Source: an optimization exercise on an open RTL-to-GDS flow (aim: small area). Production flows keep margins and buffers that such runs may drop.
At most, simulation tests tie the RTL to the original design; equivalence was not proved.
Only the layout flow was run in run 2; the RTL was not checked for function there.
Power and IR drop assume default switching activity.

$ cat flow/design.v
module RegFile(
     output logic [15:0] rdata1,   
     output logic [15:0] rdata2,   
     input logic clock,		
     input logic [15:0] wdata,    
     input logic [2:0] waddr,    
     input logic [2:0] raddr1,   
     input logic [2:0] raddr2,   
     input logic write     
     );			
reg [15:0] regcell[0:7];		 
always_ff @(posedge clock) 
     if (write==1) regcell[waddr]<=wdata;
always_comb
     begin
     if (raddr1 == 7) 	rdata1 = 0;
     else rdata1 = regcell[raddr1];
     end
always_comb
     begin
     if (raddr2 == 7) 	rdata2 = 0;
     else rdata2 = regcell[raddr2];
     end
endmodule
module ALU(
     output logic [15:0] result,  
     output logic zero_result,  
     input logic [15:0] indata0,      
     input logic [15:0] indata1,      
     input logic [2:0] select        
     );		
always_comb
	case(select)
	0: result = indata0 + indata1;
	1: result = indata0 - indata1;
	2: result = indata0;
	3: result = indata0 | indata1;
	4: result = indata0 & indata1;
	default: result = 0;
	endcase
always_comb  
	if (result == 0) 	zero_result = 1;
	else 			  	zero_result = 0;
endmodule
module MUX2(
     output logic [15:0] result,    
     input logic [15:0] indata0,   
     input logic [15:0] indata1,   
     input logic select     
     );	
always_comb
	case(select)
	0: result = indata0;
	1: result = indata1;
	endcase
endmodule
module Control(
     output logic reg2loc,
     output logic uncondbranch,
     output logic branch,
     output logic memread,
     output logic memtoreg,
     output logic [2:0] alu_select,
     output logic memwrite,
     output logic alusrc,
     output logic regwrite,
     input logic [3:0] opcode
     );
always_comb
	case(opcode)
	0:	 
		begin
		reg2loc = 0;		 
		uncondbranch = 0;	 
		branch = 0;   		 
		memread = 0;  		 
		memtoreg = 0;		 
		alu_select = 0; 	 
		memwrite = 0; 		 
		alusrc = 0; 		 
		regwrite = 1;		 
		end
	1:	 
		begin
		reg2loc = 0;		 
		uncondbranch = 0;	 
		branch = 0;   		 
		memread = 0;  		 
		memtoreg = 0;		 
		alu_select = 1; 	 
		memwrite = 0; 		 
		alusrc = 0; 		 
		regwrite = 1;		 
		end
	4:	 
		begin
		reg2loc = 1;		 
		uncondbranch = 1;	 
		branch = 1;   		 
		memread = 0;  		 
		memtoreg = 0;		 
		alu_select = 0; 	 
		memwrite = 0; 		 
		alusrc = 0; 		 
		regwrite = 0;		 
		end
	5:	 
		begin
		reg2loc = 1;		 
		uncondbranch = 0;	 
		branch = 0;   		 
		memread = 1;  		 
		memtoreg = 1;		 
		alu_select = 0; 	 
		memwrite = 0; 		 
		alusrc = 1; 		 
		regwrite = 1;		 
		end
	6:	 
		begin
		reg2loc = 1;		 
		uncondbranch = 0;	 
		branch = 0;   		 
		memread = 0;  		 
		memtoreg = 0;		 
		alu_select = 0; 	 
		memwrite = 1; 		 
		alusrc = 1; 		 
		regwrite = 0;		 
		end
	7:	 
		begin
		reg2loc = 1;		 
		uncondbranch = 0;	 
		branch = 1;   		 
		memread = 0;  		 
		memtoreg = 0;		 
		alu_select = 2; 	 
		memwrite = 0; 		 
		alusrc = 1; 		 
		regwrite = 0;		 
		end
	8:	 
		begin
		reg2loc = 0;		 
		uncondbranch = 0;	 
		branch = 0;   		 
		memread = 0;  		 
		memtoreg = 0;		 
		alu_select = 0; 	 
		memwrite = 0; 		 
		alusrc = 1; 		 
		regwrite = 1;		 
		end
	9:	 
		begin
		reg2loc = 0;		 
		uncondbranch = 0;	 
		branch = 0;   		 
		memread = 0;  		 
		memtoreg = 0;		 
		alu_select = 4; 	 
		memwrite = 0; 		 
		alusrc = 1; 		 
		regwrite = 1;		 
		end
	10:	 
		begin
		reg2loc = 0;		 
		uncondbranch = 0;	 
		branch = 0;   		 
		memread = 0;  		 
		memtoreg = 0;		 
		alu_select = 1; 	 
		memwrite = 0; 		 
		alusrc = 1; 		 
		regwrite = 1;		 
		end
	default:
		begin
		reg2loc = 0;
		uncondbranch = 0;
		branch = 0;   
		memread = 0;   
		memtoreg = 0;  
		alu_select = 0; 
		memwrite = 0; 
		alusrc = 0;    
		regwrite = 0;
		end
	endcase
endmodule
module PCLogic(
     output logic [15:0] pc,   
     input logic clock,  
     input logic [15:0] signext,	 
     input logic uncondbranch,
     input logic branch,	
     input logic alu_zero,	
     input logic reset	
     );
always_ff @(posedge clock)
	begin
	if (reset==1) 
		pc <= 0;
    else if(branch == 1 && alu_zero ==1) 
		pc <= pc + (signext << 1) ;
   	else if( uncondbranch == 1) 
		pc <= pc + (signext << 1) ;
	else 
		pc <= pc+2;  
	end
endmodule
module LEGLiteSingle(
	iaddr,		 
	daddr,		 
	dwrite,		 
	dread,		 
	dwdata,		 
	alu_out,	 
	clock,
	idata,		 
	ddata,		 
	reset,
	probe
	);
output [15:0] iaddr; 	 
output [15:0] daddr;	 
output dwrite;			 
output dread;			 
output [15:0] dwdata;	 
output [15:0] alu_out;	 
input clock;			 
input [15:0] idata; 	 
input [15:0] ddata;		 
input reset;
output [15:0] probe;
wire reg2loc;
wire uncondbranch;
wire branch;
wire memtoreg;
wire [2:0] alu_selec;
wire alusrc;
wire regwrite;
wire [15:0] rdata1;
wire [15:0] rdata2;
wire [15:0] readReg1;
wire [15:0] readReg2;
wire [15:0] writeDataReg;
wire [15:0] ALU_input2;
wire  mainALU_z_out;
assign alu_out = daddr;
wire [15:0] signextension;
assign signextension = {{10{idata[11]}}, idata[11:6]};
assign probe = signextension;
assign dwdata = rdata2;
Control legv8_control(
	reg2loc, 
	uncondbranch, 
	branch, 
	dread, 
	memtoreg, 
	alu_selec, 
	dwrite, 
	alusrc , 
	regwrite, 
	{idata [15:12]}
	);
RegFile legv8_register(
	rdata1, 
	rdata2, 
	clock, 
	writeDataReg, 
	{idata [2:0]}, 
	{idata [5:3]},  
	readReg2[2:0], 		 
	regwrite
	);
MUX2 reg2loc_mux(
	readReg2, 
	{{13'b0},idata [11:9]}, 
	{{13'b0},idata [2:0]}, 
	reg2loc
	);
MUX2 alusrc_mux(
	ALU_input2, 
	rdata2, 
	signextension, 
	alusrc
	);
MUX2 memtoreg_mux(
	writeDataReg,
	daddr,
  	ddata,
	memtoreg
	);
ALU legv8_mainALU(
	daddr,
	mainALU_z_out,
	rdata1,
	ALU_input2,
	alu_selec
	);
PCLogic legv8_pclogic(
	iaddr,
	clock,
	signextension,
	uncondbranch,
	branch,
	mainALU_z_out,
	reset
	);
endmodule
$ cat flow/run.sh
#!/bin/bash
# synth_recipe.tcl (not shown) runs the flow's synth.tcl, then flattens the netlist and writes it again
# the make line also repeats each setting of config.mk as NAME=value (left out here)
make -C /OpenROAD-flow-scripts/flow DESIGN_CONFIG=/design/flow/config.mk WORK_HOME=/design/flow/orfs CLKGATE_MAP_FILE= SYNTH_SCRIPT=/design/flow/synth_recipe.tcl finish
$ cat flow/config.mk
export PLATFORM = sky130hd
export DESIGN_NAME = LEGLiteSingle
export DESIGN_NICKNAME = LEGLiteSingle
export VERILOG_FILES = /design/flow/design.v
export SDC_FILE = /design/flow/constraint.sdc
export NUM_CORES = 4
export LEC_CHECK = 0
export CAP_MARGIN = 20
export CORE_MARGIN = 2
export CORE_UTILIZATION = 40
export SLEW_MARGIN = 20
$ cat flow/constraint.sdc
create_clock -name core_clock -period 12.0 [get_ports {clock}]
set_input_delay 2.4000 -clock core_clock [delete_from_list [all_inputs] [get_ports {clock}]]
set_output_delay 2.4000 -clock core_clock [all_outputs]
set_load 0.01 [all_outputs]
==> flow_summary.yaml, run 1 <==
run_status:
  status: "complete, no violations"
synthesis:
  synth_top_area_share_pct: 36.3
  syn_inst: 954
  synth_warnings: 5
  syn_area_per_cell_um2: 10.5
  yosysTopAreaCell: "edfxtp_1"
  synth_edf_count: 121
  ys_seq_elements: 136
  ys_types: 91
  ys.flop_type: "edfxtp_1"
  mappedNetlistArea_um2: 10000
  synthTopCellsByArea: "edfxtp_1 36%, mux4_2 5.6%, ha_1 4.9%, mux2i_1 4.8%, dfxtp_1 3.0%"
  syn-num-nets: 1029
  yosysSeqAreaShare_pct: 39.3
  async_reset_ff_share_pct: 0
timing:
  drv_slew: 0
  clock_skew_ps: 12.4
  max_freq_ghz: 0.0874
  worst_pin_slew_ps: 1030
  timing.setup.tns_ps: 0
  relSlewSlack_pct: 30.9
  setup_viol: 0
  rsz0062_at_grt: "false"
  final_hold_viol_count: 0
  period_needed_ps: 11440
  finalCritPeriodShare_pct: 95.3
place:
  port_buffers: 114
  placed_cell_area_um2: 11200
  finalWeightedCongestion: 0.911
  dpl.hpwl_um: 23600
clock_tree:
  cts_buffer_depth: 2
  post_cts_buffers: 0
  clock-sinks: 136
  h-tree-depth: 4
  numCtsBuffers: 17
  cts.reportedPaths.clkPinSlew_ps: 60
  cts_tree: "yes"
  cts-root-buf: "clkbuf_16"
  clk_latency_ps: 420
global_routing:
  antenna_found_initial: 0
  first_global_vias: 7841
  grtUsageTotal_pct: 24.2
  grtUsageMet3_pct: 5.62
  globalRouteOverflowTotal: 0
  grt_max_degree: 30
  use_met1_pct: 33.7
  use_met2_pct: 37.3
  grt.busiest_layer: "met2"
  grt_first_pass_wirelength_um: 47600
layout:
  final_cell_area_um2: 11700
  antenna_cells: 0
  fin_util_pct: 48.0
  drive_gt1_share_pct: 13.1
  finalNetCount: 1110
  syn2layout_area_growth_pct: 17.3
  most-common-layout-cells: "121 x edfxtp_1, 112 x clkdlybuf4s50_1, 74 x nand2_1"
  final_common_cell: "edfxtp_1"
setup_path:
  r2r-start: "legv8_register.regcell[0][1]$_DFFE_PP_"
  required_ps: 9600
  crit_fanout: 22
  criticalPathCategory: "primary input to output port"
  start_kind: "primary input"
  path_cells: "clkdlybuf4s50_1, and3b_1, a21o_1, buf_4, mux2i_1, o221ai_1, nand4_1, or2_2, o21ai_0, xnor2_1, o21ai_0, ha_1, o21ai_0, o21ai_0, o311a_1, a31oi_1, a31oi_1, or2_1, o311ai_1, nor3b_2, inv_1, clkdlybuf4s50_1"
  worst_path_most_repeated_cell: "o21ai_0"
  reg2reg_slack_ps: 5990
  cpPeakStageDelay_ps: 710
  cp_slowest_cell: "clkdlybuf4s50_1"
  crit_path_start: "idata[14]"
  cp.arrival_ps: 9040
  worstSetupEndpointType: "output port"
drt:
  drt_iter0_markers: 839
  ant_nets: 0
  wire_per_inst_um: 23.1
  vias: 8189
  viasPerCell: 5.98
  route.detailed.drc: 0
  dr.pass1.iters: 5
  wirelength_um: 31700
floorplanning:
  dieWidth_um: 162
  start_util_pct: 40.9
  fp.coreArea_um2: 24500
  die-area_um2: 26300
  io_pins: 116
  die_h_um: 162
  fp-row-count: 57
power_and_ir_drop:
  power.density_nw_per_um2: 167
  irDropWorstVdd_v: 0.0000858
  p_total_mw: 1.96
  p_leak_nw: 4.34
worst_hold_path:
  min_from: "legv8_pclogic.pc[12]$_SDFF_PP0_"
  hp-class: "flop to flop"
run:
  drv_cap: 0
where the power goes:
part           leakage (nW)  internal, mW  total [mW]  switching [mW]
logic                  2.86         0.363       0.850           0.487
clock network         0.262         0.282       0.483           0.201
registers              1.22         0.609       0.627          0.0184
per-layer routing:
metal	routed length [um]	share of wire, %
met1	13800	44
met2	14300	45
met3	2760	8.7
met4	789	2.5
met5	0	0
kinds of logic after synthesis:
family	Yosys count	share of synthesized area, %
buffers and inverters	110	6.91
xor gates and xnor gates	46	4.03
DFF	136	39.3
muxes	94	13.1
adders and majority gates	41	5.28
and+or+nand+nor	276	14.0
other	1	0.0375
AOI/OAI and AO/OA	250	17.4
synthesized netlist by cell type, drive strengths merged, types with 17 or more instances:
cell and instances:
inv 28, nor2 73, mux2 19, mux4 26, clkbuf 21, xnor2 19
nand3 20, edfxtp 121, o21ai 38, mux2i 49, buf 59, nor3 19
nand2 77, a21oi 53, a31oi 17, xor2 27, ha 39, a211oi 34
through the flow:
| stage | hold WS, ps | std cells | worst slack [ps] |
|---|---|---|---|
| after detailed placement | 628 | 1340 | 579 |
| after floorplan | 622 | 954 | 2550 |
| after global routing | 694 | 1370 | 110 |
| final | 629 | 1370 | 559 |
| after global placement | 622 | 1339 | 740 |
| after CTS | 637 | 1370 | 571 |
registers in the layout, summed over array words and instances (netlist names):
name                    flops
legv8_register.regcell    121
legv8_pclogic.pc           15
worst max-delay path, delay by kind of cell:
kind	cells	cell delay, ps
and+or+nand+nor	5	1290
AOI/OAI and AO/OA	10	2740
buffers and inverters	4	1930
muxes	1	150
adders and majority gates	1	390
xor gates and xnor gates	1	130
worst paths after layout:
kind | endpoint | depth (start not counted)
worst max-delay path | alu_out[15] | 22
worst min-delay path | legv8_pclogic.pc[12]$_SDFF_PP0_ | 2
worst max register to register | legv8_pclogic.pc[3]$_SDFF_PP0_ | 21
worst min register to register | legv8_pclogic.pc[12]$_SDFF_PP0_ | 2
area by class of cell:
cell class | count | area (um2)
Clock buffer | 18 | 429
Clock inverter | 12 | 105
Fill cell | 2269 | 12700
Inverter | 28 | 105
Multi-Input combinational cell | 708 | 5400
Sequential cell | 136 | 3930
Tap cell | 324 | 405
Timing Repair Buffer | 144 | 1360
timing repair:
item	CTS	global route
hold buffers	0	0
endpoints found under the setup margin	0	2
resized for setup	0	1
==> run 2: changes to the inputs <==
==> flow/design.v (replaced) <==
module RegFile(
	input  logic clock,
	input  logic [15:0] wdata,
	input  logic [2:0] waddr,
	input  logic write,
	input  logic [2:0] raddr_a,
	output logic [15:0] rdata_a,
	input  logic [2:0] raddr_b,
	input  logic en_b,
	output logic [15:0] rdata_b
	);
logic [6:0][15:0] x;
genvar k;
generate for (k = 0; k < 7; k = k + 1) begin : regs
	always_ff @(posedge clock)
		if (write && waddr == k) x[k] <= wdata;
end endgenerate
always_comb begin
	rdata_a = 16'd0;
	rdata_b = 16'd0;
	for (int j = 0; j < 7; j = j + 1) begin
		rdata_a = rdata_a | (x[j] & {16{raddr_a == j}});
		rdata_b = rdata_b | (x[j] & {16{en_b && raddr_b == j}});
	end
end
endmodule
module ALU(
	input  logic [15:0] a,
	input  logic [15:0] b,
	input  logic sub,
	output logic [15:0] sum
	);
logic [15:0] bx;
logic [16:0] c;
assign bx = b ^ {16{sub}};
assign c[0] = sub;
genvar i;
generate for (i = 0; i < 16; i = i + 1) begin : add
	assign sum[i] = a[i] ^ bx[i] ^ c[i];
	assign c[i+1] = (a[i] & bx[i]) | (a[i] & c[i]) | (bx[i] & c[i]);
end endgenerate
endmodule
module Control(
	input  logic [3:0] opcode,
	output logic is_ld,
	output logic is_st,
	output logic is_b,
	output logic is_cbz,
	output logic is_andi,
	output logic sub,        
	output logic regwrite,   
	output logic useimm,     
	output logic b_en        
	);
always_comb begin
	is_ld    = opcode == 4'd5;
	is_st    = opcode == 4'd6;
	is_b     = opcode == 4'd4;
	is_cbz   = opcode == 4'd7;
	is_andi  = opcode == 4'd9;
	sub      = opcode == 4'd1 || opcode == 4'd10;
	regwrite = opcode == 4'd0 || opcode == 4'd1 || opcode == 4'd5 ||
	           opcode == 4'd8 || opcode == 4'd9 || opcode == 4'd10;
	useimm   = opcode == 4'd5 || opcode == 4'd6 ||
	           opcode == 4'd8 || opcode == 4'd9 || opcode == 4'd10;
	b_en     = !(opcode == 4'd5 || opcode == 4'd8 || opcode == 4'd9 || opcode == 4'd10);
end
endmodule
module PCLogic(
	input  logic clock,
	input  logic reset,
	input  logic taken,
	input  logic [14:0] simm,
	output logic [14:0] pc
	);
logic [14:0] inc;
logic [14:0] nxt;
logic [15:0] c;
assign inc = taken ? simm : 15'd1;
assign c[0] = 1'b0;
genvar i;
generate for (i = 0; i < 15; i = i + 1) begin : add
	assign nxt[i] = pc[i] ^ inc[i] ^ c[i];
	assign c[i+1] = (pc[i] & inc[i]) | (pc[i] & c[i]) | (inc[i] & c[i]);
end endgenerate
always_ff @(posedge clock)
	if (reset) pc <= 15'd0;
	else       pc <= nxt;
endmodule
module LEGLiteSingle(
	iaddr,		 
	daddr,		 
	dwrite,		 
	dread,		 
	dwdata,		 
	alu_out,	 
	clock,
	idata,		 
	ddata,		 
	reset,
	probe
	);
output [15:0] iaddr;
output [15:0] daddr;
output dwrite;
output dread;
output [15:0] dwdata;
output [15:0] alu_out;
input clock;
input [15:0] idata;
input [15:0] ddata;
input reset;
output [15:0] probe;
wire [15:0] simm = {{10{idata[11]}}, idata[11:6]};
assign probe = simm;
wire is_ld, is_st, is_b, is_cbz, is_andi, sub, regwrite, useimm, b_en;
Control ctrl(
	.opcode(idata[15:12]),
	.is_ld(is_ld), .is_st(is_st), .is_b(is_b), .is_cbz(is_cbz),
	.is_andi(is_andi), .sub(sub), .regwrite(regwrite),
	.useimm(useimm), .b_en(b_en)
	);
assign dread = is_ld;
assign dwrite = is_st;
wire [15:0] rda, rdb, wd;
wire [2:0] rb_addr = is_st ? idata[2:0] : idata[11:9];
RegFile rf(
	.clock(clock),
	.wdata(wd), .waddr(idata[2:0]), .write(regwrite),
	.raddr_a(idata[5:3]), .rdata_a(rda),
	.raddr_b(rb_addr), .en_b(b_en), .rdata_b(rdb)
	);
assign dwdata = rdb;
wire [15:0] simmg = simm & {16{useimm}};
wire [15:0] opb = (rdb & {16{~is_st}}) | simmg;
wire [15:0] sum;
ALU alu(.a(rda), .b(opb), .sub(sub), .sum(sum));
assign daddr = sum;
assign alu_out = is_andi ? (rda & simm) : sum;
assign wd = is_ld ? ddata : alu_out;
wire zero = ~|rda;
wire taken = is_b | (is_cbz & zero);
wire [14:0] pc;
PCLogic pcl(.clock(clock), .reset(reset), .taken(taken), .simm(simm[14:0]), .pc(pc));
assign iaddr = {pc, 1'b0};
endmodule
==> flow_summary.yaml, run 2 <==
run_status:
  status: "failed layout checks"
  check.faults: "negative setup slack"
synthesis:
  async_reset_ff_share_pct: 0
  syn-num-nets: 722
  ys_types: 73
  syn_inst: 660
  ys_top_cells_by_count: "112 x edfxtp_1, 66 x nor2_1, 41 x a22oi_1, 35 x mux2i_1, 34 x nand2_1"
  synth_warnings: 3
  synthTopCellsByArea: "edfxtp_1 44%, fa_1 7.1%, mux2i_1 4.6%, a22oi_1 4.1%, dfxtp_1 4.0%"
  yosysSeqAreaShare_pct: 48.3
  syn_area_per_cell_um2: 11.5
  synth_edf_count: 112
  synth_top_area_share_pct: 44.3
  ys_seq_elements: 127
  yosysMostFrequentCell: "edfxtp_1"
  mappedNetlistArea_um2: 7590
  yosysTopAreaCell: "edfxtp_1"
  ys.flop_type: "edfxtp_1"
floorplanning:
  fp.coreArea_um2: 18600
  die_h_um: 142
  io_pins: 116
  die-area_um2: 20100
  start_util_pct: 40.7
  dieWidth_um: 142
  fp-row-count: 50
setup_path:
  critical_path_buf_inv_count: 4
  cp.arrival_ps: 10170
  rr_worst_depth: 24
  cpPeakStageDelay_ps: 430
  criticalPathCategory: "primary input to output port"
  required_ps: 9600
  rr_endpoint: "pcl.pc[14]$_SDFF_PP0_"
  reg2reg_slack_ps: 3610
  cp_top_family: "adder cells"
  crit_fanout: 8
  crit_cells: 28
  worst_path_most_repeated_cell: "fa_2"
  cp_slowest_cell: "or3_4"
  start_kind: "primary input"
  worstSetupEndpointType: "output port"
  r2r-start: "rf.x[69]$_DFFE_PP_"
layout:
  syn2layout_area_growth_pct: 37.9
  drive_gt1_share_pct: 27.1
  largest-register: "rf.x"
  top_regs: "rf.x x112, pcl.pc x15"
  final_common_cell: "buf_4"
  antenna_cells: 0
  fin_util_pct: 56.1
  finalNetCount: 935
  most-common-layout-cells: "125 x buf_4, 112 x edfxtp_1, 96 x clkdlybuf4s50_1"
  final_cell_area_um2: 10500
  largest_reg_flops: 112
  final_cells: 1119
power_and_ir_drop:
  power.density_nw_per_um2: 160
  irDropWorstVdd_v: 0.000122
  p_leak_nw: 4.11
global_routing:
  grt_max_degree: 23
  grt_first_pass_wirelength_um: 39900
  antenna_found_initial: 0
  grtUsageTotal_pct: 27.1
  globalRouteOverflowTotal: 0
  first_global_vias: 6687
clock_tree:
  cts_tree: "yes"
  numCtsBuffers: 17
  cts-root-buf: "clkbuf_16"
  clock-sinks: 127
  cts.reportedPaths.clkPinSlew_ps: 60
  hold_buffers: 0
  clk_latency_ps: 440
  h-tree-depth: 4
  cts_buffer_depth: 2
timing:
  fin_hold_ws_ps: 598
  rsz0062_at_grt: "true"
  relSlewSlack_pct: 40.8
  setup_viol: 4
  finalCritPeriodShare_pct: 105
  clock_skew_ps: 14.8
  worst_pin_slew_ps: 884
  max_freq_ghz: 0.0796
  final_hold_viol_count: 0
  setup_slack_ps: -569
  drv_slew: 0
  period_needed_ps: 12570
drt:
  route.detailed.drc: 0
  drt_iter0_markers: 826
  viasPerCell: 5.97
  ant_nets: 0
  dr.pass1.iters: 6
  wire_per_inst_um: 24.1
  wirelength_um: 26900
  vias: 6683
run:
  drv_cap: 0
worst_hold_path:
  worstHoldEndpoint: "pcl.pc[0]$_SDFF_PP0_"
  hp-class: "flop to flop"
  min_from: "pcl.pc[0]$_SDFF_PP0_"
  min_delay_path_depth: 2
place:
  dpl.hpwl_um: 19600
  finalWeightedCongestion: 1.05
  placed_cells: 1073
  placed_cell_area_um2: 9680
  dpl_worst_slack_ps: -1400
  port_buffers: 114
==> run 2: cells by family after synthesis <==
family	share of synthesized area (%)
AOI/OAI and AO/OA	16.9
xor gates and xnor gates	1.73
adders and majority gates	7.29
buffers and inverters	5.62
DFF	48.3
muxes	7.63
other	0.0494
and+or+nand+nor	12.5
==> run 2: metal layers <==
metal	global-route usage [%]	routed length (um)
met5	0	0
met4	12.2	914
met3	5.77	2320
met1	35.0	11100
met2	44.2	12600
==> run 2: report_power, final <==
| part | switching (mW) | total, mW | internal (mW) | leakage (nW) |
|---|---|---|---|---|
| Combinational | 0.311 | 0.596 | 0.285 | 2.70 |
| Clock | 0.201 | 0.506 | 0.305 | 0.272 |
| Sequential | 0.0107 | 0.568 | 0.557 | 1.14 |
==> run 2: metrics by stage <==
step / power (mW) / TNS [ps]
2_1_floorplan: 0.838 / -35.4
3_3_place_gp: 1.13 / -5740
3_5_place_dp: 1.14 / -7510
4_1_cts: 1.66 / -1510
5_1_grt: 1.73 / -2230
6_report: 1.67 / -1540
==> run 2: area by class of cell <==
class / count / area, um2
clock inverter: 12 / 136
sequential: 127 / 3660
timing repair buffer: 248 / 2180
inverter: 27 / 101
clock buffer: 19 / 433
multi-input combinational: 452 / 3660
tap: 234 / 293
fill: 1600 / 8180
==> run 2: worst max-delay path by stage <==
stage | endpoint | slack (ps) | startpoint
global placement | alu_out[15] | -1190 | idata[13]
CTS | daddr[15] | -590 | idata[15]
detailed placement | alu_out[15] | -1400 | idata[14]
floorplan | alu_out[15] | -20 | idata[12]
global route | daddr[15] | -750 | idata[12]
finish | daddr[15] | -570 | idata[15]
==> run 2: repair_timing <==
| item | 4_1_cts | 5_1_grt |
|---|---|---|
| buffers inserted | 14 | 1 |
| endpoints found under the setup margin | 9 | 7 |
| endpoints found under the hold margin | 0 | 0 |
| gates resized for setup | 71 | 13 |
| pin swaps | 12 | 3 |
==> run 2: worst min-delay path: stages, from the launching register on <==
cell     delay (ps)
dfxtp_1         330
ha_1            130
nor2b_1         100
==> run 3: changes to the inputs <==
--- a/flow/design.v
+++ b/flow/design.v
@@ -31,14 +31,27 @@
 	output logic [15:0] sum
 	);
 logic [15:0] bx;
-logic [16:0] c;
+logic [8:0] c;      
+logic [15:8] s0;    
+logic [16:8] d;     
+logic [15:8] p;     
 assign bx = b ^ {16{sub}};
 assign c[0] = sub;
 genvar i;
-generate for (i = 0; i < 16; i = i + 1) begin : add
+generate for (i = 0; i < 8; i = i + 1) begin : lo
 	assign sum[i] = a[i] ^ bx[i] ^ c[i];
 	assign c[i+1] = (a[i] & bx[i]) | (a[i] & c[i]) | (bx[i] & c[i]);
 end endgenerate
+assign d[8] = 1'b0;
+generate for (i = 8; i < 16; i = i + 1) begin : hi
+	assign s0[i] = a[i] ^ bx[i] ^ d[i];
+	assign d[i+1] = (a[i] & bx[i]) | (a[i] & d[i]) | (bx[i] & d[i]);
+end endgenerate
+assign p[8] = 1'b1;
+generate for (i = 9; i < 16; i = i + 1) begin : pre
+	assign p[i] = p[i-1] & s0[i-1];
+end endgenerate
+assign sum[15:8] = s0 ^ (p & {8{c[8]}});
 endmodule
 module Control(
 	input  logic [3:0] opcode,
==> flow/flow/run.sh (new file) <==
#!/bin/bash
# Layout flow: the standard layout (standard.sh), except that synthesis maps
# the combinational logic with an area-oriented ABC script (flow/abc.script).
# Registers, their names and cell types are as in the standard synthesis.
set -euo pipefail
W=$(pwd)
F=$(cd "$(dirname "${BASH_SOURCE[0]}")" && pwd)

# ORFS's synth.tcl with the ABC script replaced
sed '/synth_preamble.tcl/a lset abc_args 1 '"$F"'/abc.script' \
    "$FLOW_HOME/scripts/synth.tcl" > "$W/area_synth.tcl"
grep -q "lset abc_args 1" "$W/area_synth.tcl"
# The standard flow's synthesis wrapper, sourcing the copy above
sed 's#source \$::env(SCRIPTS_DIR)/synth.tcl#source '"$W"'/area_synth.tcl#' \
    "$W/synth_recipe.tcl" > "$W/area_synth_recipe.tcl"
grep -q "area_synth.tcl" "$W/area_synth_recipe.tcl"
# standard.sh with that synthesis script
sed -E 's#SYNTH_SCRIPT=[^ ]+#SYNTH_SCRIPT='"$W"'/area_synth_recipe.tcl#' \
    "$W/standard.sh" > "$W/area_standard.sh"
grep -q "area_synth_recipe.tcl" "$W/area_standard.sh"

bash "$W/area_standard.sh" > "$W/make_finish.log" 2>&1 || { tail -50 "$W/make_finish.log"; exit 1; }
tail -5 "$W/make_finish.log"
==> flow/flow/abc.script (new file) <==
strash
&get -n
&fraig -x
&put
scorr
dc2
strash
&get -n
&dch -f
&nf -p -a
&put
==> flow/standard.sh (new file) <==
#!/bin/bash
# synth_recipe.tcl (not shown) runs the flow's synth.tcl, then flattens the netlist and writes it again
# the make line also repeats each setting of config.mk as NAME=value (left out here)
make -C /OpenROAD-flow-scripts/flow DESIGN_CONFIG=/design/flow/config.mk WORK_HOME=/design/flow/orfs CLKGATE_MAP_FILE= SYNTH_SCRIPT=/design/flow/synth_recipe.tcl "${@:-finish}"
removed: flow/run.sh
==> flow_summary.yaml, run 3 <==
floorplanning:
  start_util_pct: 40.4
  fp-row-count: 47
  dieWidth_um: 133
  die_h_um: 133
  fp.coreArea_um2: 16400
  die-area_um2: 17600
  io_pins: 116
layout:
  top_regs: "rf.x x112, pcl.pc x15"
  most-common-layout-cells: "112 x clkdlybuf4s50_1, 112 x edfxtp_1, 67 x buf_4"
  drive_gt1_share_pct: 18.8
  finalNetCount: 752
  final_cells: 922
  largest_reg_flops: 112
  antenna_cells: 0
  fin_util_pct: 57.6
  syn2layout_area_growth_pct: 42.5
  largest-register: "rf.x"
clock_tree:
  cts-root-buf: "clkbuf_16"
  hold_buffers: 0
  clock-sinks: 127
  cts_buffer_depth: 2
  cts_tree: "yes"
  h-tree-depth: 4
  clk_latency_ps: 430
  numCtsBuffers: 17
  cts.reportedPaths.clkPinSlew_ps: 60
synthesis:
  synthTopCellsByArea: "edfxtp_1 51%, fa_1 7.9%, a222oi_1 6.9%, dfxtp_1 4.5%, a22oi_1 4.3%"
  synth_adder_area_share_pct: 8.42
  synth_top_area_share_pct: 50.7
  yosys.area_share.xor_xnor_pct: 3.30
  async_reset_ff_share_pct: 0
  synth_compound_area_share_pct: 14.8
  yosysMostFrequentCell: "edfxtp_1"
  yosysTopAreaCell: "edfxtp_1"
  ys_types: 41
  mappedNetlistArea_um2: 6630
  syn_inst: 500
  synth_warnings: 3
  ys.flop_type: "edfxtp_1"
  ys_top_cells_by_count: "112 x edfxtp_1, 46 x a222oi_1, 38 x a22oi_1, 30 x clkinv_1, 27 x nand2_1"
  syn-num-nets: 563
  syn_area_per_cell_um2: 13.3
  synth_edf_count: 112
  ys_seq_elements: 127
  muxShareOfSynthArea_pct: 3.83
  yosysSeqAreaShare_pct: 55.3
  synth_simple_gate_area_share_pct: 10.8
  synth_top_family_by_area: "compound AO/OA/AOI/OAI gates"
drt:
  vias: 5728
  drt_iter0_markers: 1079
  dr.pass1.iters: 8
  viasPerCell: 6.21
  wirelength_um: 23200
  ant_nets: 0
  wire_per_inst_um: 25.1
  route.detailed.drc: 0
power_and_ir_drop:
  p_seq_share_pct: 33.3
  p_int_mw: 1.22
  power.density_nw_per_um2: 181
  p_leak_nw: 3.35
  irDropWorstVdd_v: 0.000113
  clkPwrFrac_pct: 34.3
  p_sw_share_pct: 28.9
  p_sw_uw: 496
  share_comb_of_total_power_pct: 32.4
setup_path:
  crit_fanout: 9
  critical_path_buf_inv_count: 6
  crit_path_start: "idata[13]"
  cp_slowest_cell: "clkdlybuf4s50_1"
  reg2reg_slack_ps: 3850
  cp_top_family: "adder cells"
  rr_worst_depth: 26
  cpPeakStageDelay_ps: 520
  cp.arrival_ps: 9360
  crit_path_end: "daddr[15]"
  rr_endpoint: "pcl.pc[14]$_SDFF_PP0_"
  worstSetupEndpointType: "output port"
  r2r-start: "rf.x[28]$_DFFE_PP_"
  worst_path_most_repeated_cell: "fa_2"
  criticalPathCategory: "primary input to output port"
  required_ps: 9600
  crit_cells: 26
  start_kind: "primary input"
timing:
  setup_viol: 0
  max_freq_ghz: 0.0850
  worst_pin_slew_ps: 1080
  period_needed_ps: 11760
  clock_skew_ps: 8.24
  fin_hold_ws_ps: 607
  finalCritPeriodShare_pct: 98.0
  drv_slew: 0
  final_hold_viol_count: 0
  relSlewSlack_pct: 27.6
global_routing:
  globalRouteOverflowTotal: 0
  grtUsageTotal_pct: 26.2
  grt_max_degree: 19
  first_global_vias: 5657
  grt_first_pass_wirelength_um: 34400
  antenna_found_initial: 0
run_status:
  status: "complete, no violations"
place:
  placed_cells: 888
  dpl.hpwl_um: 16300
  port_buffers: 114
  finalWeightedCongestion: 0.969
run:
  drv_cap: 0
worst_hold_path:
  hp-class: "flop to flop"
[run 3: changes by cell type in the layout (fill, tap and decap cells not counted), sizes merged, moves of 26 or more]
cell    delta
buf       -69
nor2      -61
a222oi    +35
mux2i     -31
clkinv    +29
inv       -26
[run 3: final cells by class]
cell class,count,area (um2)
Timing Repair Buffer,187,1730
Clock inverter,15,239
Tap cell,220,275
Clock buffer,17,425
Sequential cell,127,3660
Multi-Input combinational cell,326,3000
Inverter,30,113
Fill cell,1307,6960
[run 3: how the worst min path moves through the flow]
| stage | startpoint | to | cells past startpoint |
|---|---|---|---|
| final | pcl.pc[2]$_SDFF_PP0_ | pcl.pc[2]$_SDFF_PP0_ | 3 |
| after global placement | pcl.pc[0]$_SDFF_PP0_ | pcl.pc[0]$_SDFF_PP0_ | 2 |
| after floorplan | pcl.pc[2]$_SDFF_PP0_ | pcl.pc[2]$_SDFF_PP0_ | 3 |
| after global routing | pcl.pc[2]$_SDFF_PP0_ | pcl.pc[2]$_SDFF_PP0_ | 3 |
| after detailed placement | pcl.pc[2]$_SDFF_PP0_ | pcl.pc[2]$_SDFF_PP0_ | 3 |
| after CTS | pcl.pc[2]$_SDFF_PP0_ | pcl.pc[2]$_SDFF_PP0_ | 3 |
[run 3: cell families (layout without fill, tap and decap cells)]
family / count (synthesis) / count (layout)
flip-flops: 127 / 127
adder cells (fa/ha/maj): 29 / 29
buffers and inverters: 47 / 249
other: 1 / 1
AO/OA/AOI/OAI: 122 / 122
multiplexers: 23 / 23
XOR/XNOR: 25 / 25
AND/OR/NAND/NOR: 126 / 126
[run 3: layer usage]
layer	vias to the layer above	GRT usage (%)	wire [um]
li1	2394	-	-
met3	71	5.90	2730
met4	0	9.86	775
met2	483	41.5	10600
met1	2780	35.4	9020
met5	-	0	0
[run 3: worst register-to-register path, stage by stage (launching register included)]
cell and delay [ps]:
edfxtp_1 420, a222oi_1 320, and4_1 330, nand4_1 150, or3_1 350, nand4b_1 280
and2_0 240, or3_1 310, ha_1 200, fa_1 370, clkinv_1 70, fa_1 160
clkinv_1 80, fa_1 390, fa_1 400, fa_1 390, fa_1 390, fa_1 390
fa_1 390, fa_1 380, fa_1 380, fa_1 400, fa_1 400, fa_1 400
xor2_1 230, a21oi_1 100, o21a_1 130
[run 3: timing repair]
| action | CTS | global route |
|---|---|---|
| pin swaps | 3 | 7 |
| setup buffers | 1 | 1 |
| resized for setup | 11 | 11 |
| gates cloned | 0 | 0 |
| endpoints found under the setup margin | 9 | 7 |
[run 3: per-stage QoR]
stage	total power, mW	TNS, ps	instance area [um2]	setup WS, ps
finish	1.71	0	9450	237
global route	1.77	-47.6	9450	-47.6
CTS	1.70	0	9380	49.7
detailed placement	1.11	-1710	8670	-365
global placement	1.10	-890	8620	-253
floorplan	0.830	0	6760	49.1
[run 3: power groups by stage]
| stage | sequential, mW | combinational (mW) | clock (mW) |
|---|---|---|---|
| floorplan | 0.577 | 0.253 | 0 |
| global placement | 0.578 | 0.520 | 0 |
| detailed placement | 0.579 | 0.529 | 0 |
| CTS | 0.570 | 0.539 | 0.590 |
| global route | 0.572 | 0.590 | 0.609 |
| finish | 0.571 | 0.555 | 0.588 |
==> run 4: changes to the inputs <==
--- a/flow/flow/run.sh
+++ b/flow/flow/run.sh
@@ -19,5 +19,8 @@
     "$W/standard.sh" > "$W/area_standard.sh"
 grep -q "area_synth_recipe.tcl" "$W/area_standard.sh"
 
+# port buffers: the smallest buffer; no dummy clock-tree loads
+export BUFFER_PORTS_ARGS="-buffer_cell sky130_fd_sc_hd__buf_1"
+export CTS_ARGS="-sink_clustering_enable -repair_clock_nets -dont_use_dummy_load"
 bash "$W/area_standard.sh" > "$W/make_finish.log" 2>&1 || { tail -50 "$W/make_finish.log"; exit 1; }
 tail -5 "$W/make_finish.log"
--- a/flow/config.mk
+++ b/flow/config.mk
@@ -5,7 +5,8 @@
 export SDC_FILE = /design/flow/constraint.sdc
 export NUM_CORES = 4
 export LEC_CHECK = 0
-export CAP_MARGIN = 20
+export CAP_MARGIN = 0
 export CORE_MARGIN = 2
 export CORE_UTILIZATION = 40
-export SLEW_MARGIN = 20
+export GPL_TIMING_DRIVEN = 0
+export SLEW_MARGIN = 0
==> flow_summary.yaml, run 4 <==
run_status:
  status: "complete, no violations"
global_routing:
  globalRouteOverflowTotal: 0
  first_global_vias: 5478
  grt_max_degree: 18
  antenna_found_initial: 0
  grt_first_pass_wirelength_um: 32800
  grtUsageTotal_pct: 25.5
timing:
  setup_slack_ps: 341
  max_freq_ghz: 0.0858
  setup_viol: 0
  drv_slew: 0
  rsz0062_at_grt: "false"
  clock_skew_ps: 25.0
  worst_pin_slew_ps: 1030
  fin_hold_ws_ps: 601
  finalCritPeriodShare_pct: 97.2
  final_hold_viol_count: 0
  timing.setup.tns_ps: 0
  period_needed_ps: 11660
  relSlewSlack_pct: 31.5
synthesis:
  ys_top_cells_by_count: "112 x edfxtp_1, 46 x a222oi_1, 38 x a22oi_1, 30 x clkinv_1, 27 x nand2_1"
  synth_top_area_share_pct: 50.7
  ys.flop_type: "edfxtp_1"
  async_reset_ff_share_pct: 0
  synth_warnings: 3
  yosysMostFrequentCell: "edfxtp_1"
  ys_types: 41
  syn_area_per_cell_um2: 13.3
  synthTopCellsByArea: "edfxtp_1 51%, fa_1 7.9%, a222oi_1 6.9%, dfxtp_1 4.5%, a22oi_1 4.3%"
  syn-num-nets: 563
  yosysTopAreaCell: "edfxtp_1"
  ys_seq_elements: 127
  yosysSeqAreaShare_pct: 55.3
  synth_edf_count: 112
  mappedNetlistArea_um2: 6630
  syn_inst: 500
floorplanning:
  io_pins: 116
  fp-row-count: 47
  dieWidth_um: 133
  fp.coreArea_um2: 16400
  die_h_um: 133
  die-area_um2: 17600
  start_util_pct: 40.4
drt:
  route.met2.wl_um: 10200
  wl_met1_um: 8510
  wire_per_inst_um: 24.9
  wirelength_um: 22200
  route.detailed.drc: 0
  ant_nets: 0
  dr.pass1.iters: 6
  drt_iter0_markers: 906
  vias: 5514
  wl_met3_um: 2650
  viasPerCell: 6.18
  top_layer_used: "met4"
run:
  drv_cap: 0
layout:
  most-common-layout-cells: "112 x edfxtp_1, 109 x buf_1, 46 x a222oi_1"
  top_regs: "rf.x x112, pcl.pc x15"
  syn2layout_area_growth_pct: 27.5
  largest-register: "rf.x"
  antenna_cells: 0
  drive_gt1_share_pct: 16.5
  largest_reg_flops: 112
  final_cells: 892
  final_common_cell: "edfxtp_1"
  finalNetCount: 737
  fillers: 1395
  final_cell_area_um2: 8460
clock_tree:
  h-tree-depth: 4
  clk_latency_ps: 430
  hold_buffers: 0
  cts.reportedPaths.clkPinSlew_ps: 50
  clock-sinks: 127
  numCtsBuffers: 17
  cts_tree: "yes"
  cts_buffer_depth: 2
  cts-root-buf: "clkbuf_16"
power_and_ir_drop:
  share_comb_of_total_power_pct: 30.2
  p_sw_share_pct: 31.4
  p_sw_uw: 436
  power.density_nw_per_um2: 165
  p_int_uw: 955
  p_seq_share_pct: 41.0
  irDropWorstVdd_v: 0.000123
  clkPwrFrac_pct: 28.8
  p_leak_nw: 2.84
place:
  port_buffers: 114
  placed_cell_area_um2: 7740
  dpl_worst_slack_ps: -1990
  placed_cells: 851
  finalWeightedCongestion: 0.859
  dpl.hpwl_um: 14900
setup_path:
  cp.arrival_ps: 9260
  criticalPathCategory: "primary input to output port"
  start_kind: "primary input"
  worstSetupEndpointType: "output port"
  required_ps: 9600
  crit_fanout: 6
worst_hold_path:
  hp-class: "flop to flop"
## run 4: changes by cell type in the layout (fill, tap and decap cells not counted), sizes merged
| cell | previous run | this run |
|---|---|---|
| dlymetal6s2s | 2 | 0 |
| clkinvlp | 1 | 0 |
| inv | 3 | 0 |
| clkdlybuf4s50 | 112 | 0 |
| clkbuf | 17 | 19 |
| clkinv | 35 | 30 |
| nand4bb | 1 | 2 |
| bufinv | 6 | 0 |
| buf | 73 | 169 |
## run 4: cell families after synthesis
group	after synthesis	synth area share, %
other	1	0.0566
muxes	23	3.83
xor gates and xnor gates	25	3.30
adders and majority gates	29	8.42
AOI/OAI and AO/OA	122	14.8
DFF	127	55.3
and+or+nand+nor	126	10.8
buffers and inverters	47	3.62
## run 4: layer usage
metal,vias up,global-route usage (%)
met5,-,0
met4,0,13.3
met2,421,39.2
met1,2663,32.7
met3,74,7.55
li1,2356,-
## run 4: path summary, 6_finish.rpt
kind | cells past startpoint | endpoint | slack, ps | from
setup reg to reg | 26 | pcl.pc[14]$_SDFF_PP0_ | 4070 | rf.x[28]$_DFFE_PP_
setup / recovery | 25 | alu_out[15] | 340 | idata[15]
hold reg to reg | 2 | pcl.pc[0]$_SDFF_PP0_ | 600 | pcl.pc[0]$_SDFF_PP0_
hold / removal | 2 | pcl.pc[0]$_SDFF_PP0_ | 600 | pcl.pc[0]$_SDFF_PP0_
## run 4: worst max-delay path: stages
cell       delay [ps]
buf_2             150
nand4bb_4         280
buf_4             190
mux2_4            360
nor4_4            310
buf_4             190
a222oi_1           60
nand3_1           150
a22oi_1           110
xnor2_1           190
fa_1              450
fa_1              480
fa_1              470
fa_2              420
fa_1              460
fa_1              480
fa_1              480
nor3b_2           280
and2_4            220
nand4_1           150
nand2b_1          210
xnor2_1           140
xnor2_1           220
a22o_1            220
buf_1             170
## run 4: power groups by stage
| stage | Clock (mW) | Sequential, mW | Combinational, mW |
|---|---|---|---|
| global route | 0.422 | 0.572 | 0.455 |
| floorplan | 0 | 0.577 | 0.253 |
| detailed placement | 0 | 0.578 | 0.399 |
| finish | 0.400 | 0.571 | 0.420 |
| CTS | 0.404 | 0.570 | 0.409 |
| global placement | 0 | 0.578 | 0.385 |
## run 4: repair_timing
action / 4_1_cts / 5_1_grt
cloned: 1 / 0
buffers inserted: 14 / 9
endpoints found under the setup margin: 19 / 2
pin swaps: 9 / 8
gates resized for setup: 18 / 9
## run 4: area by class of cell
cell class / count / area, um2 / share of cell area [%]
timing repair buffer: 154 / 853 / 10.1
sequential: 127 / 3660 / 43.3
multi-input combinational: 327 / 3000 / 35.5
buffer: 17 / 128 / 1.51
tap: 220 / 275 / 3.26
clock buffer: 17 / 425 / 5.03
inverter: 30 / 113 / 1.33
## run 4: stage by stage
stage | power (mW) | util (%)
finish | 1.39 | 51.5
detailed placement | 0.978 | 47.2
CTS | 1.38 | 50.9
global placement | 0.963 | 45.5
global route | 1.45 | 51.5
floorplan | 0.830 | -
==> run 5: changes to the inputs <==
--- a/flow/design.v
+++ b/flow/design.v
@@ -5,7 +5,9 @@
 	input  logic write,
 	input  logic [2:0] raddr_a,
 	output logic [15:0] rdata_a,
-	input  logic [2:0] raddr_b,
+	input  logic [2:0] raddr_b0,    
+	input  logic [2:0] raddr_b1,    
+	input  logic sel_b1,
 	input  logic en_b,
 	output logic [15:0] rdata_b
 	);
@@ -20,7 +22,7 @@
 	rdata_b = 16'd0;
 	for (int j = 0; j < 7; j = j + 1) begin
 		rdata_a = rdata_a | (x[j] & {16{raddr_a == j}});
-		rdata_b = rdata_b | (x[j] & {16{en_b && raddr_b == j}});
+		rdata_b = rdata_b | (x[j] & {16{en_b && (sel_b1 ? raddr_b1 == j : raddr_b0 == j)}});
 	end
 end
 endmodule
@@ -31,27 +33,28 @@
 	output logic [15:0] sum
 	);
 logic [15:0] bx;
-logic [8:0] c;      
-logic [15:8] s0;    
-logic [16:8] d;     
-logic [15:8] p;     
+logic [16:0] c;      
+logic [15:0] s0;     
+logic [15:0] p;      
+logic c6, c11;       
 assign bx = b ^ {16{sub}};
-assign c[0] = sub;
 genvar i;
-generate for (i = 0; i < 8; i = i + 1) begin : lo
-	assign sum[i] = a[i] ^ bx[i] ^ c[i];
-	assign c[i+1] = (a[i] & bx[i]) | (a[i] & c[i]) | (bx[i] & c[i]);
+generate for (i = 0; i < 16; i = i + 1) begin : add
+	logic ci;
+	if (i == 0)                 assign ci = sub;
+	else if (i == 6 || i == 11) assign ci = 1'b0;
+	else                        assign ci = c[i];
+	assign s0[i] = a[i] ^ bx[i] ^ ci;
+	assign c[i+1] = (a[i] & bx[i]) | (a[i] & ci) | (bx[i] & ci);
+	if (i == 6 || i == 11) assign p[i] = 1'b1;
+	else if (i > 6)        assign p[i] = p[i-1] & s0[i-1];
+	else                   assign p[i] = 1'b0;
 end endgenerate
-assign d[8] = 1'b0;
-generate for (i = 8; i < 16; i = i + 1) begin : hi
-	assign s0[i] = a[i] ^ bx[i] ^ d[i];
-	assign d[i+1] = (a[i] & bx[i]) | (a[i] & d[i]) | (bx[i] & d[i]);
-end endgenerate
-assign p[8] = 1'b1;
-generate for (i = 9; i < 16; i = i + 1) begin : pre
-	assign p[i] = p[i-1] & s0[i-1];
-end endgenerate
-assign sum[15:8] = s0 ^ (p & {8{c[8]}});
+assign c6  = c[6];
+assign c11 = c[11] | (c6 & p[10] & s0[10]);
+assign sum[5:0]   = s0[5:0];
+assign sum[10:6]  = s0[10:6]  ^ (p[10:6]  & {5{c6}});
+assign sum[15:11] = s0[15:11] ^ (p[15:11] & {5{c11}});
 endmodule
 module Control(
 	input  logic [3:0] opcode,
@@ -75,7 +78,7 @@
 	regwrite = opcode == 4'd0 || opcode == 4'd1 || opcode == 4'd5 ||
 	           opcode == 4'd8 || opcode == 4'd9 || opcode == 4'd10;
 	useimm   = opcode == 4'd5 || opcode == 4'd6 ||
-	           opcode == 4'd8 || opcode == 4'd9 || opcode == 4'd10;
+	           opcode == 4'd8 || opcode == 4'd10;
 	b_en     = !(opcode == 4'd5 || opcode == 4'd8 || opcode == 4'd9 || opcode == 4'd10);
 end
 endmodule
@@ -136,22 +139,23 @@
 assign dread = is_ld;
 assign dwrite = is_st;
 wire [15:0] rda, rdb, wd;
-wire [2:0] rb_addr = is_st ? idata[2:0] : idata[11:9];
 RegFile rf(
 	.clock(clock),
 	.wdata(wd), .waddr(idata[2:0]), .write(regwrite),
 	.raddr_a(idata[5:3]), .rdata_a(rda),
-	.raddr_b(rb_addr), .en_b(b_en), .rdata_b(rdb)
+	.raddr_b0(idata[11:9]), .raddr_b1(idata[2:0]), .sel_b1(is_st), .en_b(b_en), .rdata_b(rdb)
 	);
 assign dwdata = rdb;
+wire [15:0] amask = simm | {16{~is_andi}};
+wire [15:0] opa = rda & amask;
 wire [15:0] simmg = simm & {16{useimm}};
 wire [15:0] opb = (rdb & {16{~is_st}}) | simmg;
 wire [15:0] sum;
-ALU alu(.a(rda), .b(opb), .sub(sub), .sum(sum));
+ALU alu(.a(opa), .b(opb), .sub(sub), .sum(sum));
 assign daddr = sum;
-assign alu_out = is_andi ? (rda & simm) : sum;
-assign wd = is_ld ? ddata : alu_out;
-wire zero = ~|rda;
+assign alu_out = sum;
+assign wd = is_ld ? ddata : sum;
+wire zero = ~|opa;    
 wire taken = is_b | (is_cbz & zero);
 wire [14:0] pc;
 PCLogic pcl(.clock(clock), .reset(reset), .taken(taken), .simm(simm[14:0]), .pc(pc));
==> flow/flow/abc.script (replaced) <==
strash
&get -n
&fraig -x
&put
scorr
dc2
strash
&get -n
&dch -f
&nf -p -a -R 1000
&put
--- a/flow/config.mk
+++ b/flow/config.mk
@@ -8,5 +8,6 @@
 export CAP_MARGIN = 0
 export CORE_MARGIN = 2
 export CORE_UTILIZATION = 40
+export CTS_BUF_LIST = sky130_fd_sc_hd__clkbuf_4
 export GPL_TIMING_DRIVEN = 0
 export SLEW_MARGIN = 0
==> flow_summary.yaml, run 5 <==
timing:
  final_hold_viol_count: 0
  fin_hold_ws_ps: 610
  max_freq_ghz: 0.0855
  drv_slew: 0
  timing.setup.tns_ps: 0
  period_needed_ps: 11690
  setup_viol: 0
  setup_slack_ps: 309
  clock_skew_ps: 18.1
  relSlewSlack_pct: 11.3
  finalCritPeriodShare_pct: 97.4
  worst_pin_slew_ps: 1320
run_status:
  status: "complete, no violations"
drt:
  dr.pass1.iters: 8
  wire_per_inst_um: 24.2
  ant_nets: 0
  route.detailed.drc: 0
  wirelength_um: 21300
  viasPerCell: 6.10
  vias: 5376
  drt_iter0_markers: 998
setup_path:
  rr_worst_depth: 24
  crit_cells: 29
  crit_path_end: "daddr[15]"
  worstSetupEndpointType: "output port"
  cp.arrival_ps: 9290
  rr_endpoint: "pcl.pc[14]$_SDFF_PP0_"
  reg2reg_slack_ps: 3560
  criticalPathCategory: "primary input to output port"
  required_ps: 9600
  cp_top_family: "adder cells"
  cpPeakStageDelay_ps: 490
  start_kind: "primary input"
  r2r-start: "rf.x[60]$_DFFE_PP_"
  worst_path_most_repeated_cell: "fa_1"
  crit_fanout: 16
  crit_path_start: "idata[14]"
  critical_path_buf_inv_count: 6
  cp_slowest_cell: "fa_1"
global_routing:
  grt_max_degree: 32
  antenna_found_initial: 0
  grt_first_pass_wirelength_um: 32000
  grtUsageTotal_pct: 24.5
  globalRouteOverflowTotal: 0
  first_global_vias: 5397
synthesis:
  ys_top_cells_by_count: "112 x edfxtp_1, 49 x a22oi_1, 41 x a222oi_1, 33 x buf_4, 25 x fa_1"
  ys_seq_elements: 127
  yosysMostFrequentCell: "edfxtp_1"
  syn-num-nets: 560
  yosysTopAreaCell: "edfxtp_1"
  synth_warnings: 3
  ys_types: 43
  synthTopCellsByArea: "edfxtp_1 51%, fa_1 7.6%, a222oi_1 6.2%, a22oi_1 5.6%, dfxtp_1 4.5%"
  async_reset_ff_share_pct: 0
  syn_area_per_cell_um2: 13.4
  syn_inst: 495
  mappedNetlistArea_um2: 6620
  synth_top_area_share_pct: 50.8
  synth_edf_count: 112
  ys.flop_type: "edfxtp_1"
  yosysSeqAreaShare_pct: 55.3
layout:
  most-common-layout-cells: "112 x edfxtp_1, 110 x buf_1, 48 x a22oi_1"
  final_common_cell: "edfxtp_1"
  antenna_cells: 0
  finalNetCount: 729
  largest_reg_flops: 112
  final_cells: 882
  drive_gt1_share_pct: 17.8
  top_regs: "rf.x x112, pcl.pc x15"
  largest-register: "rf.x"
  syn2layout_area_growth_pct: 27.1
  final_cell_area_um2: 8420
  fin_util_pct: 51.3
floorplanning:
  fp-row-count: 47
  dieWidth_um: 133
  io_pins: 116
  start_util_pct: 40.4
  fp.coreArea_um2: 16400
  die-area_um2: 17600
  die_h_um: 133
power_and_ir_drop:
  p_sw_share_pct: 31.2
  p_sw_uw: 454
  p_leak_nw: 2.88
  p_seq_share_pct: 40.2
  p_total_mw: 1.46
  irDropWorstVdd_v: 0.000120
  share_comb_of_total_power_pct: 32.2
  p_int_mw: 1.00
  power.density_nw_per_um2: 173
  clkPwrFrac_pct: 27.5
clock_tree:
  clk_latency_ps: 420
  h-tree-depth: 4
  numCtsBuffers: 17
  cts.reportedPaths.clkPinSlew_ps: 60
  cts_buffer_depth: 2
  cts_tree: "yes"
  clock-sinks: 127
  cts-root-buf: "clkbuf_16"
place:
  finalWeightedCongestion: 0.862
  placed_cells: 853
  dpl_worst_slack_ps: -1270
  placed_cell_area_um2: 7820
  dpl.hpwl_um: 14700
  port_buffers: 114
worst_hold_path:
  hp-class: "flop to flop"
run:
  drv_cap: 0
==> run 5: layout make-up <==
cell class / count / area [um2]
Fill cell: 1400 / 7990
Sequential cell: 127 / 3660
Multi-Input combinational cell: 323 / 2860
Timing Repair Buffer: 149 / 893
Clock buffer: 17 / 425
Tap cell: 220 / 275
Buffer: 33 / 248
Inverter: 13 / 51.3
==> run 5: kinds of logic after synthesis <==
group,synth area share [%]
fa+ha+maj,8.69
simple gates,9.15
other cells,0.0566
mux,2.02
buf+inv,4.48
compound gates,17.1
flops,55.3
xor+xnor,3.17
==> run 5: metal layers <==
| layer | vias up | routed length, um | GRT usage [%] |
|---|---|---|---|
| met4 | 0 | 611 | 11.5 |
| li1 | 2321 | - | - |
| met5 | - | 0 | 0 |
| met2 | 363 | 10800 | 41.2 |
| met1 | 2644 | 8020 | 30.7 |
| met3 | 48 | 1950 | 4.41 |
==> run 5: repair_timing <==
action / in CTS / in global routing
buffers inserted: 2 / 9
hold buffers: 0 / 0
setup endpoints to repair: 11 / 2
pin swaps: 3 / 5
resized for setup: 10 / 14
gates cloned: 1 / 0
==> run 5: worst min path at each step <==
stage | end | cells past startpoint | from
floorplan | pcl.pc[0]$_SDFF_PP0_ | 2 | pcl.pc[0]$_SDFF_PP0_
global placement | pcl.pc[0]$_SDFF_PP0_ | 2 | pcl.pc[0]$_SDFF_PP0_
detailed placement | pcl.pc[0]$_SDFF_PP0_ | 2 | pcl.pc[0]$_SDFF_PP0_
CTS | pcl.pc[0]$_SDFF_PP0_ | 2 | pcl.pc[0]$_SDFF_PP0_
global route | pcl.pc[0]$_SDFF_PP0_ | 2 | pcl.pc[0]$_SDFF_PP0_
finish | pcl.pc[0]$_SDFF_PP0_ | 2 | pcl.pc[0]$_SDFF_PP0_
==> run 5: power groups by stage <==
stage	sequential (mW)	clock (mW)	combinational (mW)
2_1_floorplan	0.591	0	0.287
3_3_place_gp	0.593	0	0.430
3_5_place_dp	0.593	0	0.451
4_1_cts	0.585	0.404	0.458
5_1_grt	0.587	0.426	0.509
6_report	0.586	0.401	0.469
==> run 5: tightest hold or removal path, stage by stage, from the launching register on <==
cell and delay [ps]:
dfxtp_1 340, ha_1 130, nor2b_1 100
==> run 6: changes to the inputs <==
--- a/flow/flow/run.sh
+++ b/flow/flow/run.sh
@@ -21,6 +21,8 @@
 
 # port buffers: the smallest buffer; no dummy clock-tree loads
 export BUFFER_PORTS_ARGS="-buffer_cell sky130_fd_sc_hd__buf_1"
-export CTS_ARGS="-sink_clustering_enable -repair_clock_nets -dont_use_dummy_load"
+export CTS_ARGS="-sink_clustering_enable -repair_clock_nets -dont_use_dummy_load -buf_list {sky130_fd_sc_hd__clkbuf_4 sky130_fd_sc_hd__clkbuf_8} -root_buf sky130_fd_sc_hd__clkbuf_8"
+# repair with small buffers (and upsizing) rather than 6x-16x buffers
+export DONT_USE_CELLS="sky130_fd_sc_hd__buf_6 sky130_fd_sc_hd__buf_8 sky130_fd_sc_hd__buf_12 sky130_fd_sc_hd__buf_16"
 bash "$W/area_standard.sh" > "$W/make_finish.log" 2>&1 || { tail -50 "$W/make_finish.log"; exit 1; }
 tail -5 "$W/make_finish.log"
==> flow_summary.yaml, run 6 <==
run_status:
  status: "complete, no violations"
timing:
  final_hold_viol_count: 0
  max_freq_ghz: 0.0855
  relSlewSlack_pct: 19.3
  finalCritPeriodShare_pct: 97.5
  timing.setup.tns_ps: 0
  fin_hold_ws_ps: 611
  setup_viol: 0
  worst_pin_slew_ps: 1210
  clock_skew_ps: 27.3
  drv_slew: 0
  period_needed_ps: 11700
  setup_slack_ps: 300
synthesis:
  synth_warnings: 3
  yosysSeqAreaShare_pct: 55.3
  synth_edf_count: 112
  async_reset_ff_share_pct: 0
  synthTopCellsByArea: "edfxtp_1 51%, fa_1 7.6%, a222oi_1 6.2%, a22oi_1 5.6%, dfxtp_1 4.5%"
  yosysMostFrequentCell: "edfxtp_1"
  yosys.area_share.xor_xnor_pct: 3.17
  mappedNetlistArea_um2: 6620
  muxShareOfSynthArea_pct: 2.02
  synth_top_area_share_pct: 50.8
  syn_inst: 495
  synth_adder_area_share_pct: 8.69
  ys.flop_type: "edfxtp_1"
  ys_seq_elements: 127
  syn-num-nets: 560
  yosysTopAreaCell: "edfxtp_1"
  synth_compound_area_share_pct: 17.1
  ys_top_cells_by_count: "112 x edfxtp_1, 49 x a22oi_1, 41 x a222oi_1, 33 x buf_4, 25 x fa_1"
  ys_types: 43
  synth_simple_gate_area_share_pct: 9.15
  synth_top_family_by_area: "compound AO/OA/AOI/OAI gates"
  syn_area_per_cell_um2: 13.4
setup_path:
  worstSetupEndpointType: "output port"
  r2r-start: "rf.x[60]$_DFFE_PP_"
  start_kind: "primary input"
  crit_path_start: "idata[14]"
  reg2reg_slack_ps: 3590
  crit_path_end: "daddr[15]"
  cpPeakStageDelay_ps: 500
  rr_worst_depth: 24
  required_ps: 9600
  worst_path_most_repeated_cell: "fa_1"
  cp_slowest_cell: "fa_1"
  cp.arrival_ps: 9300
  crit_fanout: 16
  criticalPathCategory: "primary input to output port"
  rr_endpoint: "pcl.pc[14]$_SDFF_PP0_"
worst_hold_path:
  hp-class: "flop to flop"
  min_delay_path_depth: 2
place:
  dpl.hpwl_um: 14700
  finalWeightedCongestion: 0.862
  dpl_worst_slack_ps: -1270
  placed_cells: 853
  port_buffers: 114
  placed_cell_area_um2: 7820
drt:
  vias: 5381
  drt_iter0_markers: 983
  wirelength_um: 21300
  viasPerCell: 6.11
  dr.pass1.iters: 6
  ant_nets: 0
  route.detailed.drc: 0
  wire_per_inst_um: 24.2
global_routing:
  grt_first_pass_wirelength_um: 31800
  grt_max_degree: 32
  globalRouteOverflowTotal: 0
  antenna_found_initial: 0
  grtUsageTotal_pct: 24.2
  first_global_vias: 5405
power_and_ir_drop:
  power.density_nw_per_um2: 161
  irDropWorstVdd_v: 0.0000889
  p_total_mw: 1.32
  p_leak_nw: 2.77
floorplanning:
  dieWidth_um: 133
  io_pins: 116
  fp.coreArea_um2: 16400
  fp-row-count: 47
  die-area_um2: 17600
  die_h_um: 133
  start_util_pct: 40.4
layout:
  final_cells: 880
  syn2layout_area_growth_pct: 23.8
  finalNetCount: 727
  final_cell_area_um2: 8200
  most-common-layout-cells: "112 x buf_1, 112 x edfxtp_1, 48 x a22oi_1"
  fillers: 1414
  antenna_cells: 0
  fin_util_pct: 50.0
  top_regs: "rf.x x112, pcl.pc x15"
  drive_gt1_share_pct: 17.1
  largest-register: "rf.x"
  largest_reg_flops: 112
clock_tree:
  clock-sinks: 127
  clk_latency_ps: 440
  cts_buffer_depth: 2
  hold_buffers: 0
  cts_tree: "yes"
  cts.reportedPaths.clkPinSlew_ps: 80
  numCtsBuffers: 17
  cts-root-buf: "clkbuf_8"
  h-tree-depth: 4
run:
  drv_cap: 0
## run 6: cell counts after synthesis
No cell type changed its count.
## run 6: logic make-up (layout without fill, tap and decap cells)
family / after synthesis / in the layout
AO/OA/AOI/OAI: 141 / 141
flip-flops: 127 / 127
AND/OR/NAND/NOR: 113 / 114
buffers and inverters: 46 / 210
adder cells (fa/ha/maj): 31 / 31
XOR/XNOR: 24 / 24
multiplexers: 12 / 12
other: 1 / 1
## run 6: repair_timing
item	CTS	global route
gates cloned	1	0
endpoints found under the setup margin	11	2
pin swaps	3	6
setup buffers	2	6
gates resized for setup	10	9
## run 6: worst min-delay path by stage
| stage | startpoint | end |
|---|---|---|
| floorplan | pcl.pc[0]$_SDFF_PP0_ | pcl.pc[0]$_SDFF_PP0_ |
| global placement | pcl.pc[0]$_SDFF_PP0_ | pcl.pc[0]$_SDFF_PP0_ |
| detailed placement | pcl.pc[0]$_SDFF_PP0_ | pcl.pc[0]$_SDFF_PP0_ |
| CTS | pcl.pc[0]$_SDFF_PP0_ | pcl.pc[0]$_SDFF_PP0_ |
| global route | pcl.pc[0]$_SDFF_PP0_ | pcl.pc[0]$_SDFF_PP0_ |
| finish | pcl.pc[0]$_SDFF_PP0_ | pcl.pc[0]$_SDFF_PP0_ |
## run 6: power by group
part	switching, mW	total [mW]	internal [mW]
clock network	0.140	0.264	0.124
registers	0.0118	0.584	0.573
logic	0.285	0.469	0.184
total	0.437	1.32	0.881
## run 6: layout make-up
type                    instances  area, um2  share of cell area (%)
repair buffers                147        870                    10.6
inverters                      13       50.0                   0.610
flip-flops and latches        127       3660                    44.7
plain buffers                  33        248                    3.02
multi-input cells             323       2860                    34.9
clock buffers                  17        234                    2.85
well taps                     220        275                    3.36
## run 6: layer usage
layer / up-vias / global-route usage [%] / part of all wire (%)
li1: 2312 / - / -
met1: 2653 / 30.3 / 38
met2: 362 / 40.4 / 50
met3: 54 / 4.06 / 8.7
met4: 0 / 12.3 / 3.1
met5: - / 0 / 0
## run 6: critical path, delay by kind of cell
| family | cells | cell delay (ps) |
|---|---|---|
| AO/OA/AOI/OAI | 3 | 850 |
| buffers and inverters | 6 | 1020 |
| adder cells (fa/ha/maj) | 6 | 2540 |
| XOR/XNOR | 3 | 630 |
| multiplexers | 1 | 160 |
| AND/OR/NAND/NOR | 10 | 1700 |

==> separate check: timing with driven ports <==
The results above use ideal ports. As a check the final layouts listed here were re-extracted and re-timed, cells and wires unchanged. Step 1: set_driving_cell puts a clkbuf_16 on clock and a buf_2 on each other input, an assumption about the parent block. Step 2 moves the port delays by t, midway between the first and last clock arrival at a register: inputs arrive t later, outputs are due t later. That takes back most of the time a late clock gives input paths. Slacks: ideal / step 1 / step 2; pairs: ideal / step 1.
run	t, ns	setup WS [ns]	worst setup path at the end
run 1	0.462	0.559 / 0.525 / 0.525	input to output
run 2	0.477	-0.569 / -0.609 / -0.609	input to output
run 3	0.466	0.237 / 0.198 / 0.198	input to output
run 4	0.464	0.341 / 0.314 / 0.314	input to output
run 5	0.453	0.309 / 0.277 / 0.050	input to register
run 6	0.462	0.300 / 0.267 / 0.069	input to register
For run 5, which loses most, drivers alone change the setup slack by -0.032 ns; drivers and shift together by -0.259 ns.
